This design comes from an exercise in tuning for small area on the open sky130 flow, not from production work. Function was checked by simulation only, so behaviour that the tests miss may differ from the original. The clock input has no modelled driver; a real chip could not lean on it and would need a root buffer or a full tree. No activity file was given, so power comes from the tool's default toggle rates.

Design randt, start of the top module:
module randt (
    input clk,
    input rst,
    input i_Rx_Serial,
    output o_Rx_DV,
    output [7:0] o_Rx_Byte,
    output active,
    output reg tx
);
    localparam [8:0] C_HALF = 9'b111000100;   
    localparam [8:0] C_END  = 9'b110010010;   
    reg r_Rx_Data_R;
    reg r_Rx_Data;
    reg [3:0] rs;
    reg [8:0] rc;
    reg [7:0] data;
    reg [3:0] ts;
    reg [8:0] tc;
    always @(posedge clk or posedge rst) begin
        if (rst) begin
            r_Rx_Data_R <= 1'b1;
            r_Rx_Data <= 1'b1;
        end else begin
            r_Rx_Data_R <= i_Rx_Serial;
            r_Rx_Data <= r_Rx_Data_R;
        end
    end
    wire s = r_Rx_Data;
    wire r_idle = ~(rs[3] | rs[2]);
    wire r_clean = ~rs[3] & rs[2] & ~rs[1] & rs[0];
    wire r_hit = (rc == C_END);
    wire r_ld = r_idle | r_clean;
    always @(posedge clk) begin
        if (r_ld) rc <= C_HALF;
        else if (r_hit) rc <= 9'd0;
        else rc <= ~{rc[7:0], rc[8] ^ rc[4]};
    end
    always @(posedge clk or posedge rst) begin
        if (rst) begin
            rs[3:2] <= 2'b00;
        end else begin
            rs[3] <= rs[3] ? ~(r_hit & rs[2] & rs[1] & rs[0])
                           : (r_hit & rs[2] & rs[1] & ~s);
            rs[2] <= rs[3] ? (rs[2] | (r_hit & rs[1] & rs[0]))
                           : rs[2] ? (rs[1] ? ~r_hit : ~rs[0])
                                   : ~s;
        end
    end
    always @(posedge clk) begin
        rs[1] <= r_idle | (rs[1] ^ (r_hit & rs[0]));
        rs[0] <= r_idle | (rs[0] ^ r_hit);
    end
    wire r_wr = r_hit & rs[3];
    wire [3:0] r_lo = {rs[1] & rs[0], rs[1] & ~rs[0], ~rs[1] & rs[0], ~rs[1] & ~rs[0]};
    wire [1:0] r_hi = {r_wr & rs[2], r_wr & ~rs[2]};
    wire [7:0] r_we = {{4{r_hi[1]}} & r_lo, {4{r_hi[0]}} & r_lo};
    integer i;
    always @(posedge clk) begin
        for (i = 0; i < 8; i = i + 1)
            if (r_we[i]) data[i] <= s;
    end
    assign o_Rx_DV = r_clean;
    assign o_Rx_Byte = data;
    wire t_idle = ~(ts[3] | ts[2]);
    wire t_hit = (tc == C_END);
    wire t_clr = t_idle | t_hit;
  ...
Size: ~140 cells after synthesis, ~37 flip-flops, roughly 1300 sq um of cells after synthesis.
==> flow/config.mk <==
export PLATFORM = sky130hd
export DESIGN_NAME = randt
export DESIGN_NICKNAME = randt
export VERILOG_FILES = /design/flow/design.v
export SDC_FILE = /design/flow/constraint.sdc
export NUM_CORES = 4
export LEC_CHECK = 0
export CAP_MARGIN = 20
export CORE_MARGIN = 2
export CORE_UTILIZATION = 40
export SLEW_MARGIN = 20
==> flow/constraint.sdc <==
create_clock -name core_clock -period 20.0 [get_ports {clk}]
set_input_delay 4.0000 -clock core_clock [delete_from_list [all_inputs] [get_ports {clk}]]
set_output_delay 4.0000 -clock core_clock [all_outputs]
set_load 0.01 [all_outputs]
standard.sh (not shown) runs the stock make flow with config.mk's settings and CLKGATE_MAP_FILE= SYNTH_SCRIPT=/design/flow/synth_recipe.tcl, a recipe that flattens the netlist after the stock synthesis.
==> flow/flow/run.sh <==
#!/bin/bash
# Standard ORFS layout (standard.sh), with these changes:
#  - synthesis runs the standard flow's Yosys script unchanged but maps logic with an
#    area-oriented ABC script and skips the half/full-adder extraction step;
#  - ports are buffered with sky130_fd_sc_hd__buf_1;
#  - clock tree: the clock port drives a few leaf clock buffers, one per
#    cluster of registers (flow/cts.tcl), instead of TritonCTS's H-tree.
set -euo pipefail
rm -rf myscripts
cp -r "$FLOW_HOME/scripts" myscripts
cp flow/abc_area.script myscripts/abc_area.script
cp flow/cts.tcl myscripts/cts.tcl
export MY_CTS_LEAVES=${MY_CTS_LEAVES:-2}
export MY_CTS_BUF=${MY_CTS_BUF:-sky130_fd_sc_hd__clkbuf_8}
bash standard.sh SCRIPTS_DIR="$PWD/myscripts" ABC_AREA=1 ADDER_MAP_FILE= synth > synth.log 2>&1
bash standard.sh SCRIPTS_DIR="$PWD/myscripts" "BUFFER_PORTS_ARGS=-buffer_cell sky130_fd_sc_hd__buf_1" finish > layout.log 2>&1
==> flow/flow/abc_area.script <==
strash
&get -n
&deepsyn -T 30
&put
dch -f
map -a
strash
dch -f
map -a
Other scripts of this flow, unchanged in this note and not shown: flow/flow/cts.tcl
==> next run, changes <==
==> flow/flow/abc_area.script (replaced) <==
strash
dc2
dch -f
map -a
strash
dc2
dch -f
map -a
strash
dc2
dch -f
map -a
After rerunning: Register-to-register slack improves by 200 ps; wire length fell by a few percent; power stays flat; die area rose by a few percent; sequential share of layout area fell by 1.7 points; sequential power barely changes; final area rose by a few percent.
In every run of this note, the design's own scripts or RTL, not TritonCTS, make the clock network.

-- afterwards: timing with drivers on the ports --
The results above use ideal ports. As a check the final layouts listed here were re-extracted and re-timed, cells and wires unchanged. Step 1 assumes that a clkbuf_16 drives the clock port and a buf_2 every other input. Step 2 times the ports against the registers' clock, not the clock port: input delays grow and output delays shrink by t, the midpoint of the rising clock arrivals with the driver on. Slacks: no drivers / after step 1 / after step 2; pairs: no drivers / after step 1.
run | t, ns | setup slack, ns | latest minus earliest clock arrival (ns)
the first run | 0.189 | 14.281 / 14.248 / 14.437 | 0.012 / 0.011
the second run | 0.189 | 14.608 / 14.576 / 14.764 | 0.007 / 0.007
After both steps setup and hold are still met in every run listed.
